Source: an optimization exercise on an open RTL-to-GDS flow (aim: small area). Production flows keep margins and buffers that such runs may drop.
Function was checked by simulation only, so behaviour that the tests miss may differ from the original.

Setup of trial 93:
## adc_frontend
module adc_frontend (
    input  wire         clk,
    input  wire         rst,
    input  wire [255:0] adc_tdata,
    input  wire         adc_tvalid,
    input  wire         state_changed,
    input  wire [15:0]  optical_loss,
    input  wire [15:0]  monitor_cycle_length,
    input  wire [15:0]  preamble_cycle_length,
    output wire [255:0] pattern_match_agg,
    output wire [15:0]  matched_pattern,
    output wire [255:0] detected_tdata,
    output wire         detected_tvalid
);
    integer i;
    genvar g;
    reg [127:0] t_amp;
    reg [15:0]  t_gain;
    reg         t_valid;
    always @(posedge clk) begin
        if (adc_tvalid) begin
            for (i = 0; i < 16; i = i + 1)
                t_amp[i*8 +: 8] <= adc_tdata[i*16+7 +: 8];
            t_gain <= optical_loss;
        end
        t_valid <= !rst && adc_tvalid;
    end
    reg [127:0] p_amp, d0_amp, d1_amp;
    reg [15:0]  p_gain, d0_gain, d1_gain, d1_gain3;
  ...
Size in the first run: roughly 840 I/O pins, about 110000 µm² of cells after synthesis.
Settings: LEC_CHECK=0, CAP_MARGIN=20, CELL_PAD_IN_SITES_DETAIL_PLACEMENT=1, CELL_PAD_IN_SITES_GLOBAL_PLACEMENT=1, CORE_MARGIN=2, CORE_UTILIZATION=65, CTS_BUF_LIST=sky130_fd_sc_hd__clkbuf_8, CTS_CLUSTER_DIAMETER=55, CTS_CLUSTER_SIZE=18, PLACE_DENSITY=0.8, SLEW_MARGIN=20, SYNTH_HIERARCHICAL=1, SYNTH_MINIMUM_KEEP_SIZE=0, BUFFER_PORTS_ARGS=-buffer_cell sky130_fd_sc_hd__buf_1; clock period 6.0 ns.
standard.sh (not shown) runs the stock make flow with config.mk's settings and CLKGATE_MAP_FILE= SYNTH_SCRIPT=/design/flow/synth_recipe.tcl, a recipe that flattens the netlist after the stock synthesis.
==> flow/flow/run.sh <==
#!/bin/bash
# Layout flow: the standard flow (standard.sh, unchanged synthesis), with
# the ports buffered by the smallest buffer (buf_1) instead of the delay buffer
# that buffer_ports picks by default. Every port still gets its buffer.
set -euo pipefail
cd "$(dirname "$0")/.."
printf '\n'>> config.mk; echo 'export BUFFER_PORTS_ARGS = -buffer_cell sky130_fd_sc_hd__buf_1' >> config.mk
bash standard.sh > flow_make.log 2>&1
Trial 93 did not finish; a tool error ended it in global routing.
Here is what was changed in the inputs of build 84 compared with trial 93.
# trial 93
export LEC_CHECK = 0
export CAP_MARGIN = 20
export CELL_PAD_IN_SITES_DETAIL_PLACEMENT = 1
export CELL_PAD_IN_SITES_GLOBAL_PLACEMENT = 1
export CORE_MARGIN = 2
export CORE_UTILIZATION = 65
export CTS_BUF_LIST = sky130_fd_sc_hd__clkbuf_8
export CTS_CLUSTER_DIAMETER = 55
export CTS_CLUSTER_SIZE = 18
export PLACE_DENSITY = 0.8
export SLEW_MARGIN = 20
export SYNTH_HIERARCHICAL = 1
export SYNTH_MINIMUM_KEEP_SIZE = 0
export BUFFER_PORTS_ARGS = -buffer_cell sky130_fd_sc_hd__buf_1
create_clock -name core_clock -period 6.0 [get_ports {clk}]
# build 84
export LEC_CHECK = 0
export CAP_MARGIN = 20
export CELL_PAD_IN_SITES_DETAIL_PLACEMENT = 1
export CELL_PAD_IN_SITES_GLOBAL_PLACEMENT = 1
export CORE_MARGIN = 2
export CORE_UTILIZATION = 40
export CTS_BUF_LIST = sky130_fd_sc_hd__clkbuf_8
export CTS_CLUSTER_DIAMETER = 55
export CTS_CLUSTER_SIZE = 18
export SLEW_MARGIN = 20
export SYNTH_HIERARCHICAL = 1
export SYNTH_MINIMUM_KEEP_SIZE = 0
export BUFFER_PORTS_ARGS = -buffer_cell sky130_fd_sc_hd__buf_1
create_clock -name core_clock -period 6.0 [get_ports {clk}]
--- a/flow/flow/run.sh
+++ b/flow/flow/run.sh
@@ -7 +7 @@
-printf '\n'>> config.mk; echo 'export BUFFER_PORTS_ARGS = -buffer_cell sky130_fd_sc_hd__buf_1' >> config.mk
+echo 'export BUFFER_PORTS_ARGS = -buffer_cell sky130_fd_sc_hd__buf_1' >> config.mk
[summary]
Build 84 finished every step from synthesis to the final layout, and the layout passed the timing, design-rule and antenna checks. Trial 93 never completed; the flow aborted with a tool error in global routing. From trial 93 to build 84, number of enable-type register cells in the synthesized netlist did not move at all. As far as post-synthesis cell count goes, build 84 and trial 93 are indistinguishable; the numbers are identical. Trial 93 and build 84 ended up with roughly the same sequential-to-total area share from yosys stat. As far as adder and majority gate portion of the synthesized area goes, trial 93 and build 84 are indistinguishable; the numbers are identical. Build 84 ends up with lower initial core utilization than trial 93 does. Build 84 vs. trial 93: placed wire-length estimate shows a reduction of 4.9%, overall die height shows an increase of about 27%.

-- afterwards: timing with drivers on the ports --
No port has a modelled driver above. Below, the same layout with a new extraction and two added sets of constraints. Step 1, drivers: a clkbuf_16 drives clk and a buf_2 each remaining input, both assumed. Step 2 adds t to the input delays and takes it off the output delays; t is the mean of the earliest and latest rising clock arrival at the registers after step 1. Input paths then give back, and output paths get back, about the clock's delay inside the block. Slacks: ideal ports / drivers / drivers and shift; pairs: ideal ports / drivers.
run: build 84
shift t [ns]: 1.111
slack for setup (ns): 0.306 / 0.266 / -0.527
worst hold slack (ns): 0.321 / 0.256 / 0.321
slew at the worst register clock pin (ns): 0.11 / 0.11
cell pins on the clock port's net: 1
With both steps, setup timing fails in build 84, where it was met with ideal ports. For build 84, drivers alone change the setup slack by -0.040 ns; drivers and shift together by -0.833 ns.
